This design comes from an exercise in tuning for small area on the open sky130 flow, not from production work.
Function was checked by simulation only, so behaviour that the tests miss may differ from the original.
Power is estimated from default activity; no workload was simulated.

**flow/flow/run.sh**
```bash
#!/bin/bash
set -euo pipefail
export BUFFER_PORTS_ARGS="-buffer_cell sky130_fd_sc_hd__buf_1"
export CTS_ARGS="-sink_clustering_enable -repair_clock_nets -dont_use_dummy_load -buf_list sky130_fd_sc_hd__clkbuf_4 sky130_fd_sc_hd__clkbuf_8"
bash standard.sh > standard.log 2>&1
```
**flow/standard.sh**
```bash
#!/bin/bash
# synth_recipe.tcl (not shown) runs the flow's synth.tcl, then flattens the netlist and writes it again
# the make line also repeats each setting of config.mk as NAME=value (left out here)
make -C /OpenROAD-flow-scripts/flow DESIGN_CONFIG=/design/flow/config.mk WORK_HOME=/design/flow/orfs CLKGATE_MAP_FILE= SYNTH_SCRIPT=/design/flow/synth_recipe.tcl "${@:-finish}"
```
**flow/config.mk**
```make
export PLATFORM = sky130hd
export DESIGN_NAME = clock_top
export DESIGN_NICKNAME = clock_top
export VERILOG_FILES = /design/flow/design.v
export SDC_FILE = /design/flow/constraint.sdc
export NUM_CORES = 4
export LEC_CHECK = 0
export CAP_MARGIN = 20
export CORE_MARGIN = 2
export CORE_UTILIZATION = 40
export SLEW_MARGIN = 20
```
**flow/constraint.sdc**
```tcl
create_clock -name core_clock -period 15.0 [get_ports {clk}]
set_input_delay 3.0000 -clock core_clock [delete_from_list [all_inputs] [get_ports {clk}]]
set_output_delay 3.0000 -clock core_clock [all_outputs]
set_load 0.01 [all_outputs]
```
**flow/design.v**
```verilog
module DigitTo7Seg(input [3:0] digit, output reg [6:0] segment);
	always @(*)
		case (digit)
		4'h0: segment = 7'b1000000;
		4'h1: segment = 7'b1111001;
		4'h2: segment = 7'b0100100;
		4'h3: segment = 7'b0110000;
		4'h4: segment = 7'b0011001;
		4'h5: segment = 7'b0010010;
		4'h6: segment = 7'b0000010;
		4'h7: segment = 7'b1111000;
		4'h8: segment = 7'b0000000;
		4'h9: segment = 7'b0011000;
		default: segment = 7'bxxxxxxx;
		endcase
endmodule
module TimeTo7Seg(input [3:0] mu, input [2:0] mt, input [3:0] hu, input [1:0] ht,
	output [6:0] segment0, segment1, segment2, segment3);
	DigitTo7Seg digitTo7Seg0(mu, segment0);
	DigitTo7Seg digitTo7Seg1({1'b0, mt}, segment1);
	DigitTo7Seg digitTo7Seg2(hu, segment2);
	DigitTo7Seg digitTo7Seg3({2'b0, ht}, segment3);
endmodule
module TimeOfDay(input clk, input rst_n, input keyMin_n, input keyHour_n, input mtick,
	output reg [3:0] mu, output reg [2:0] mt, output reg [3:0] hu, output reg [1:0] ht);
	reg minOld, hourOld;
	wire bm = ~keyMin_n & ~minOld;
	wire bh = ~keyHour_n & ~hourOld;
	wire [1:0] im = {1'b0, bm} + {1'b0, mtick};
	wire [3:0] mus = mu + {2'b0, im};
	wire mcar = mus >= 4'd10;
	wire mov = mcar & (mt == 3'd5);
	wire [3:0] mu1 = mcar ? mus - 4'd10 : mus;
	wire [2:0] mt1 = mt + {2'b0, mcar};
	wire [1:0] ih = {1'b0, bh} + {1'b0, mov};
	wire [3:0] hus = hu + {2'b0, ih};
	wire hcar = hus >= 4'd10;
	wire [3:0] hu1 = hcar ? hus - 4'd10 : hus;
	wire [1:0] ht1 = ht + {1'b0, hcar};
	wire hov = (ht1 == 2'd2) & (hu1 >= 4'd4);
	always @(posedge clk or negedge rst_n)
		if (!rst_n) begin
			minOld <= 1'b0;
			hourOld <= 1'b0;
			mu <= 4'd0;
			mt <= 3'd0;
			hu <= 4'd0;
			ht <= 2'd0;
		end else begin
			minOld <= ~keyMin_n;
			hourOld <= ~keyHour_n;
			mu <= mov ? 4'd0 : mu1;
			mt <= mov ? 3'd0 : mt1;
			hu <= hov ? 4'd0 : hu1;
			ht <= hov ? 2'd0 : ht1;
		end
endmodule
module UartTx(input clk, input rst_n, input send_n, input utick, input [7:0] dataBits,
	output ready, output reg tx);
	reg [3:0] st;
	reg req;
	wire idle = ~st[3] & st[0];
	wire rq = req | ~send_n;
	wire start = utick & idle & rq;
	assign ready = idle;
	always @(posedge clk or negedge rst_n)
		if (!rst_n) begin
			st <= 4'b0001;
			req <= 1'b0;
			tx <= 1'b1;
		end else begin
			req <= rq & ~start;
			if (utick) begin
				if (idle) begin
					if (rq) begin
						st <= 4'b1000;
						tx <= 1'b0;
					end
				end else begin
					st <= st + 4'd1;
					tx <= st[3] ? dataBits[st[2:0]] : 1'b1;
				end
			end
		end
endmodule
module clock_top(
	input clk,
	input rst_n,
	input [3:1] key_n,
	input [9:0] sw,
	output [6:0] hex0,
	output [6:0] hex1,
	output [6:0] hex2,
	output [6:0] hex3,
	output [7:0] ledg
);
	assign ledg[0] = ~rst_n | ~key_n[1] | ~key_n[2] | ~key_n[3] | sw[9] | sw[8];
	assign ledg[7:3] = 5'b00000;
	wire pc, mtick, utick;
	TimeBase timeBase(.clk(clk), .rst_n(rst_n), .pc(pc), .mtick(mtick), .utick(utick));
	wire [3:0] mu, hu;
	wire [2:0] mt;
	wire [1:0] ht;
	TimeOfDay timeOfDay(.clk(clk), .rst_n(rst_n), .keyMin_n(key_n[2]), .keyHour_n(key_n[3]),
		.mtick(mtick), .mu(mu), .mt(mt), .hu(hu), .ht(ht));
	TimeTo7Seg timeTo7Seg(.mu(mu), .mt(mt), .hu(hu), .ht(ht),
		.segment0(hex0), .segment1(hex1), .segment2(hex2), .segment3(hex3));
	UartTx uartTx(.clk(clk), .rst_n(rst_n), .send_n(key_n[1]), .utick(utick),
		.dataBits(sw[7:0]), .ready(ledg[1]), .tx(ledg[2]));
endmodule
module TimeBase(input clk, input rst_n, output pc, output mtick, output utick);
	reg [8:0] pre;
	reg [2:0] ub;
	reg [8:0] mb;
	assign pc = &pre;
	assign utick = pc & (&ub);
	assign mtick = pc & (&mb);
	always @(posedge clk or negedge rst_n)
		if (!rst_n) begin
			pre <= 9'd12;
			ub <= 3'd3;
			mb <= 9'd224;
		end else begin
			pre <= (pre + 9'd1) | {5'b0, pc, pc, 2'b0};
			ub <= (ub + {2'b0, pc}) | {1'b0, utick, utick};
			mb <= (mb + {8'b0, pc}) | {1'b0, mtick, mtick, mtick, 5'b0};
		end
endmodule
```
==> flow_summary.toml, run 1 <==
[yosys]
netlist_instances = 280
yosysTopAreaCell = "dfrtp_1"
synth-simple-area-share_pct = 18.7
ys.flop_type = "dfrtp_1"
ys.warnings.count = 4
synth_edf_count = 0
ys_seq_elements = 42
synthArstFlopShare_pct = 100
seq_area_frac_synth_pct = 39.3
synthTopCellsByArea = "dfrtp_1 31%, ha_1 14%, dfstp_2 8.8%"
muxShareOfSynthArea_pct = 3.06
avgSynthCellArea_um2 = 9.65
synth_compound_area_share_pct = 9.63
synth_top_area_share_pct = 30.6
ys_types = 46
synth-xor-area-share_pct = 6.53
synth_top_family_by_area = "simple AND/OR/NAND/NOR gates"
synth_area_um2 = 2700
synth_fa_ha_area_share_pct = 15.4

[placement]
dpl.cell_count = 388
place_area_um2 = 2870
gp_congestion = 0.764
port_buffers = 44
dpl_worst_slack_ps = 7670
dpl.hpwl_um = 3390

[die]
initial_utilization_pct = 41.8
ios = 51
die_h_um = 86.2
row_count = 29
die_w_um = 86.2

[outcome]
error = "[ERROR STA-0564] clock_tree_synthesis positional arguments not supported."
stop_stage = "clock tree synthesis"
run_status = "stopped before the end"
## power groups by stage
stage / logic (mW) / clock network (mW) / registers, mW
floorplan: 0.182 / 0 / 0.146
global placement: 0.221 / 0 / 0.162
detailed placement: 0.226 / 0 / 0.162
## metrics by stage
stage                     total power [mW]  util (%)
after floorplan                      0.328         -
after detailed placement             0.388      44.4
after global placement               0.384      44.4
## cells in the mapped netlist, drive strengths merged, types with 6 or more instances
cell type,number
dfrtp,33
ha,30
nor2,28
a21oi,22
inv,20
nand2,19
buf,15
xnor2,10
dfstp,9
o21ai,9
nand2b,8
nor2b,8
xor2,8
nand3,7
mux2i,6
## kinds of logic after synthesis
logic type,after synthesis
AO/OA/AOI/OAI,44
XOR/XNOR,18
adder cells (fa/ha/maj),32
buffers and inverters,39
flip-flops,42
multiplexers,7
other,1
AND/OR/NAND/NOR,97
## worst min-delay path by stage
stage,start,end,slack (ps),cells past startpoint
after detailed placement,timeBase.pre[5],timeBase.pre[5],450,1
after global placement,timeBase.pre[5],timeBase.pre[5],450,1
after floorplan,timeBase.pre[5],timeBase.pre[5],430,1
==> run 2: changes to the inputs <==
==> flow/flow/run.sh (replaced) <==
#!/bin/bash
set -euo pipefail
export BUFFER_PORTS_ARGS="-buffer_cell sky130_fd_sc_hd__buf_1"
export CTS_ARGS="-sink_clustering_enable -repair_clock_nets -dont_use_dummy_load -buf_list {sky130_fd_sc_hd__clkbuf_4 sky130_fd_sc_hd__clkbuf_8}"
bash standard.sh > standard.log 2>&1
==> run 2 against run 1 <==
  * Now clean on timing, DRC and antenna
  * Synthesized cell count is the same
  * Synthesized area is the same
==> flow_summary.toml, run 2 <==
[layout]
num-nets-final = 365
syn2layout_area_growth_pct = 8.75
n_antenna_cell = 0
fin_util_pct = 45.5
fin_area_um2 = 2940
top_regs = "timeBase.mb x9, timeBase.pre x9"
final_common_cell = "buf_1"
layout_common_cells = "43 x buf_1, 33 x dfrtp_1, 30 x ha_1, 28 x nor2_1, 22 x a21oi_1"
nFillCells = 615
drive_above_1_share_pct = 7.59

[yosys]
ys_seq_elements = 42
netlist_instances = 280
avgSynthCellArea_um2 = 9.65
yosysTopAreaCell = "dfrtp_1"
synthTopCellsByArea = "dfrtp_1 31%, ha_1 14%, dfstp_2 8.8%"
synth_edf_count = 0
synthArstFlopShare_pct = 100
synth_top_area_share_pct = 30.6
ys_types = 46
synth_area_um2 = 2700
ys.flop_type = "dfrtp_1"
synth.most_common_cell = "dfrtp_1"
ys.warnings.count = 4
seq_area_frac_synth_pct = 39.3
synth_commonest_cells = "33 x dfrtp_1, 30 x ha_1, 28 x nor2_1"

[outcome]
run_status = "complete, no violations"

[sta]
fin_skew_ps = 19.5
min_period_ps = 7100
slew-limit-headroom_pct = 62.1
finalSetupTns_ps = 0
worst_pin_slew_ps = 564
period_share_pct = 47.3
finalHoldViolations = 0
setup_viol = 0
max_freq_ghz = 0.141
grt_setup_unrepaired = "false"
maxSlewViolCount = 0
hold_ws_ps = 466

[route]
wl_per_cell_um = 11.2
viasPerCell = 4.92
vias = 1933
drc = 0
drt_first_pass_iters = 4
antenna_left = 0
drt_iter0_markers = 43
totalWireLength_um = 4410

[min_path]
holdPathStages = 1
hp-class = "register to register"

[power]
irDropWorstVdd_mv = 0.0663
power.leakage_nw = 1.38
p_per_area_nw_per_um2 = 151

[clocking]
hold_buffers = 0
clkTransAtPathRegs_ps = 70
tritoncts = "built"
cts-root-buf = "clkbuf_8"
cts_buffer_depth = 2
post-cts-setup-buffer-count = 0
insertion_delay_ps = 290
cts.sinks = 42
post_cts_resize_count = 0
h-tree-depth = 2
cts_buffers = 5

[critical_path]
slowest_stage = "buf_4"
cpPeakStageDelay_ps = 430
path_class = "primary input to output pin"
endpoint_kind = "output pin"
critical_path.top_delay_family = "buffers and inverters"
arrival_ps = 4100
worstPathRequired_ps = 12000
crit_path_start_kind = "primary input"
cp_max_fo = 43
path_cells = "clkbuf_2 -> buf_4 -> nand4_1 -> or3_1 -> buf_1"
worst-path-buf-inv = 3
cp.depth = 5
rr_worst_depth = 24

[placement]
dpl.hpwl_um = 3390
port_buffers = 44
place_area_um2 = 2870
gp_congestion = 0.764

[die]
row_count = 29
die_w_um = 86.2
initial_utilization_pct = 41.8
core_area_um2 = 6460
dieArea_um2 = 7430
die_h_um = 86.2
ios = 51

[global_route]
antenna_found_initial = 0
grt_pass1_vias = 1824
grt_max_degree = 44
grt_pass1_wl_um = 7900
globalRouteOverflowTotal = 0
grt_use_total_pct = 13.0

[run]
drv_cap = 0
## run 2: final timing paths
check | to | from | slack, ps
max | ledg[0] | rst_n | 7900
min | timeBase.pre[5] | timeBase.pre[5] | 470
max reg2reg | timeOfDay.hu[1] | timeBase.pre[2] | 9250
min reg2reg | timeBase.pre[5] | timeBase.pre[5] | 470
max in group asynchronous | timeBase.mb[7] | rst_n | 11840
min in group asynchronous | timeBase.pre[4] | rst_n | 2770
## run 2: cell type report
type	count	area [um^2]	share of cell area, %
repair buffers	45	174	5.92
flip-flops and latches	42	1060	36.1
clock buffers	5	68.8	2.34
multi-input cells	204	1460	49.8
well taps	77	96.3	3.28
inverters	20	75.1	2.55
## run 2: layer usage
metal / up-vias / global-route usage [%] / routed length, um
met5: - / 0 / 0
met1: 899 / 17.6 / 2150
met4: 0 / 4.12 / 41
li1: 1000 / - / -
met3: 5 / 2.29 / 144
met2: 29 / 21.5 / 2080
## run 2: where the power goes
group | switching, mW | leakage [nW] | internal [mW] | total, mW
logic | 0.133 | 0.842 | 0.0903 | 0.223
registers | 0.0304 | 0.504 | 0.129 | 0.160
clock network | 0.0321 | 0.0359 | 0.0300 | 0.0621
## run 2: metrics by stage
| step | setup slack [ps] | cells | total power [mW] |
|---|---|---|---|
| floorplan | 8300 | 285 | 0.328 |
| global placement | 7840 | 388 | 0.384 |
| detailed placement | 7670 | 388 | 0.388 |
| CTS | 7850 | 393 | 0.452 |
| global route | 7660 | 393 | 0.493 |
| finish | 7900 | 393 | 0.445 |
## run 2: kinds of logic after synthesis
family / count (synthesis) / synth area share (%)
compound gates: 44 / 9.63
mux: 7 / 3.06
xor+xnor: 18 / 6.53
other cells: 1 / 0.139
buf+inv: 39 / 7.27
flops: 42 / 39.3
simple gates: 97 / 18.7
fa+ha+maj: 32 / 15.4
==> run 3: changes to the inputs <==
==> flow/run.sh (new file) <==
#!/bin/bash
# synth_recipe.tcl (not shown) runs the flow's synth.tcl, then flattens the netlist and writes it again
# the make line also repeats each setting of config.mk as NAME=value (left out here)
make -C /OpenROAD-flow-scripts/flow DESIGN_CONFIG=/design/flow/config.mk WORK_HOME=/design/flow/orfs CLKGATE_MAP_FILE= SYNTH_SCRIPT=/design/flow/synth_recipe.tcl finish
removed: flow/flow/run.sh
removed: flow/standard.sh
==> run 3 against run 2 <==
  * Setup slack lost 390 ps
  * Critical path type unchanged
  * Sequential power is essentially flat
  * Combinational power grew 28%
  * Still clean
  * Global-route usage grew 0.52 points
  * Final area grew 10%
  * Critical path depth is the same
  * Total power grew 20%
==> flow_summary.toml, run 3 <==
[min_path]
hp-class = "register to register"
holdPathStages = 1
hp-start = "timeBase.pre[5]"

[layout]
num-nets-final = 365
n_antenna_cell = 0
fin_area_um2 = 3250
layout_common_cells = "43 x clkdlybuf4s50_1, 33 x dfrtp_1, 30 x ha_1, 28 x nor2_1, 22 x a21oi_1"
syn2layout_area_growth_pct = 20.1
nFillCells = 601
top_regs = "timeBase.mb x9, timeBase.pre x9"
multi_input_area_um2 = 1460
seqCellArea_um2 = 1060
drive_above_1_share_pct = 7.84
final_common_cell = "clkdlybuf4s50_1"

[global_route]
grt_use_total_pct = 13.6
globalRouteOverflowTotal = 0
antenna_found_initial = 0
grt_pass1_wl_um = 8270
grt_max_degree = 44
grt_pass1_vias = 1857

[yosys]
synthTopCellsByArea = "dfrtp_1 31%, ha_1 14%, dfstp_2 8.8%"
netlist_instances = 280
avgSynthCellArea_um2 = 9.65
synthArstFlopShare_pct = 100
ys_seq_elements = 42
synth.most_common_cell = "dfrtp_1"
synth_top_area_share_pct = 30.6
synth_area_um2 = 2700
ys_types = 46
synth_edf_count = 0
ys.flop_type = "dfrtp_1"
yosysTopAreaCell = "dfrtp_1"
synth_commonest_cells = "33 x dfrtp_1, 30 x ha_1, 28 x nor2_1"
ys.warnings.count = 4
seq_area_frac_synth_pct = 39.3

[sta]
grt_setup_unrepaired = "false"
period_share_pct = 49.9
worst_pin_slew_ps = 596
min_period_ps = 7490
finalHoldViolations = 0
slew-limit-headroom_pct = 60.0
fin_skew_ps = 6.84
setup_viol = 0
maxSlewViolCount = 0
max_freq_ghz = 0.134
finalSetupTns_ps = 0

[placement]
port_buffers = 44
dpl.hpwl_um = 3420
gp_congestion = 0.745
place_area_um2 = 3140

[route]
antenna_left = 0
drc = 0
totalWireLength_um = 4590
wl_per_cell_um = 11.6
drt_first_pass_iters = 4
viasPerCell = 4.95
drt_iter0_markers = 102
vias = 1960

[die]
initial_utilization_pct = 41.8
ios = 51
die_h_um = 86.2
row_count = 29
core_area_um2 = 6460
die_w_um = 86.2
dieArea_um2 = 7430

[critical_path]
crit_start = "rst_n"
cp_max_fo = 43
path_class = "primary input to output pin"
worstReg2RegStart = "timeBase.pre[2]"
worstPathRequired_ps = 12000
arrival_ps = 4490
crit_path_start_kind = "primary input"
endpoint_kind = "output pin"
rr_worst_depth = 24

[clocking]
h-tree-depth = 2
cts-root-buf = "clkbuf_8"
tritoncts = "built"
cts.sinks = 42
cts_buffer_depth = 2
insertion_delay_ps = 280
hold_buffers = 0
post-cts-setup-buffer-count = 0
clkTransAtPathRegs_ps = 80
post_cts_resize_count = 0
cts_buffers = 5

[power]
p_per_area_nw_per_um2 = 164
power.leakage_nw = 1.51
irDropWorstVdd_mv = 0.0575

[run]
drv_cap = 0

[outcome]
run_status = "complete, no violations"
==> run 3: cell counts after synthesis <==
No cell type changed its count.
==> run 3: worst paths after layout <==
check                                   to  slack [ps]
max                                ledg[0]        7510
min                        timeBase.pre[5]         470
max reg2reg                timeOfDay.hu[1]        9210
min reg2reg                timeBase.pre[5]         470
max in group asynchronous        uartTx.tx       11840
min in group asynchronous  timeBase.pre[0]        2770
==> run 3: final cells by class <==
type                       count  area share (%)
sequential                    42            32.7
clock inverter                 1           0.925
timing repair buffer          45            13.6
clock buffer                   7            2.35
inverter                      20            2.31
tap                           77            2.97
multi-input combinational    204            45.1
==> run 3: critical path, stage by stage <==
cell and delay [ps]:
buf_2 70, buf_4 440, nand4_1 150, or3_1 310, clkdlybuf4s50_1 490
==> run 3: routing by layer <==
layer | wire [um] | vias to the layer above | part of all wire (%) | track usage [%]
met5 | 0 | - | 0 | 0
met4 | 59 | 0 | 1.3 | 4.40
met3 | 144 | 6 | 3.1 | 3.05
met2 | 2170 | 41 | 47 | 20.8
met1 | 2220 | 916 | 48 | 19.2
li1 | - | 997 | - | -
==> run 3: where the power goes <==
part / internal [mW] / switching [mW] / total, mW / leakage [nW]
registers: 0.129 / 0.0307 / 0.160 / 0.504
clock network: 0.0498 / 0.0367 / 0.0865 / 0.0524
logic: 0.153 / 0.132 / 0.286 / 0.957
==> run 3: cells by family (layout without fill, tap and decap cells) <==
group	Yosys count	count (layout)	synth area share, %
AO/OA/AOI/OAI	44	44	9.63
XOR/XNOR	18	18	6.53
adder cells (fa/ha/maj)	32	32	15.4
buffers and inverters	39	73	7.27
flip-flops	42	42	39.3
multiplexers	7	7	3.06
other	1	6	0.139
AND/OR/NAND/NOR	97	97	18.7
==> run 3: per-stage QoR <==
step / setup WS, ps / instances / util, % / hold WS (ps) / total power, mW
6_report: 7510 / 396 / 50.3 / 472 / 0.532
5_1_grt: 7220 / 396 / 50.3 / 487 / 0.581
4_1_cts: 7460 / 396 / 50.3 / 473 / 0.538
3_5_place_dp: 7320 / 388 / 48.6 / 458 / 0.449
3_3_place_gp: 7480 / 388 / 48.6 / 454 / 0.448
2_1_floorplan: 8300 / 285 / - / 434 / 0.328

## separate check: timing with driven ports
No port has a modelled driver above. Below, the same layouts with a new extraction and two added sets of constraints. Step 1 sets driving cells, clkbuf_16 on the clock port and buf_2 on the other inputs (assumed; they add their load-dependent delay and slew). Step 2 times the ports against the registers' clock, not the clock port: input delays grow and output delays shrink by t, the midpoint of the rising clock arrivals with the driver on. Slacks: ideal ports / drivers / drivers and shift; pairs: ideal ports / drivers.
| run | t (ns) | slack for setup (ns) | slew at the worst register clock pin (ns) | worst data-port slew with drivers (ns) | cell pins on the clock port's net |
|---|---|---|---|---|---|
| run 2 | 0.302 | 7.899 / 7.876 / 7.724 | 0.08 / 0.08 | 0.03 | 1 |
| run 3 | 0.307 | 7.511 / 7.491 / 7.274 | 0.08 / 0.08 | 0.05 | 1 |
After both steps setup and hold are still met in every run listed. For run 3, which loses most, drivers alone change the setup slack by -0.020 ns; drivers and shift together by -0.237 ns.
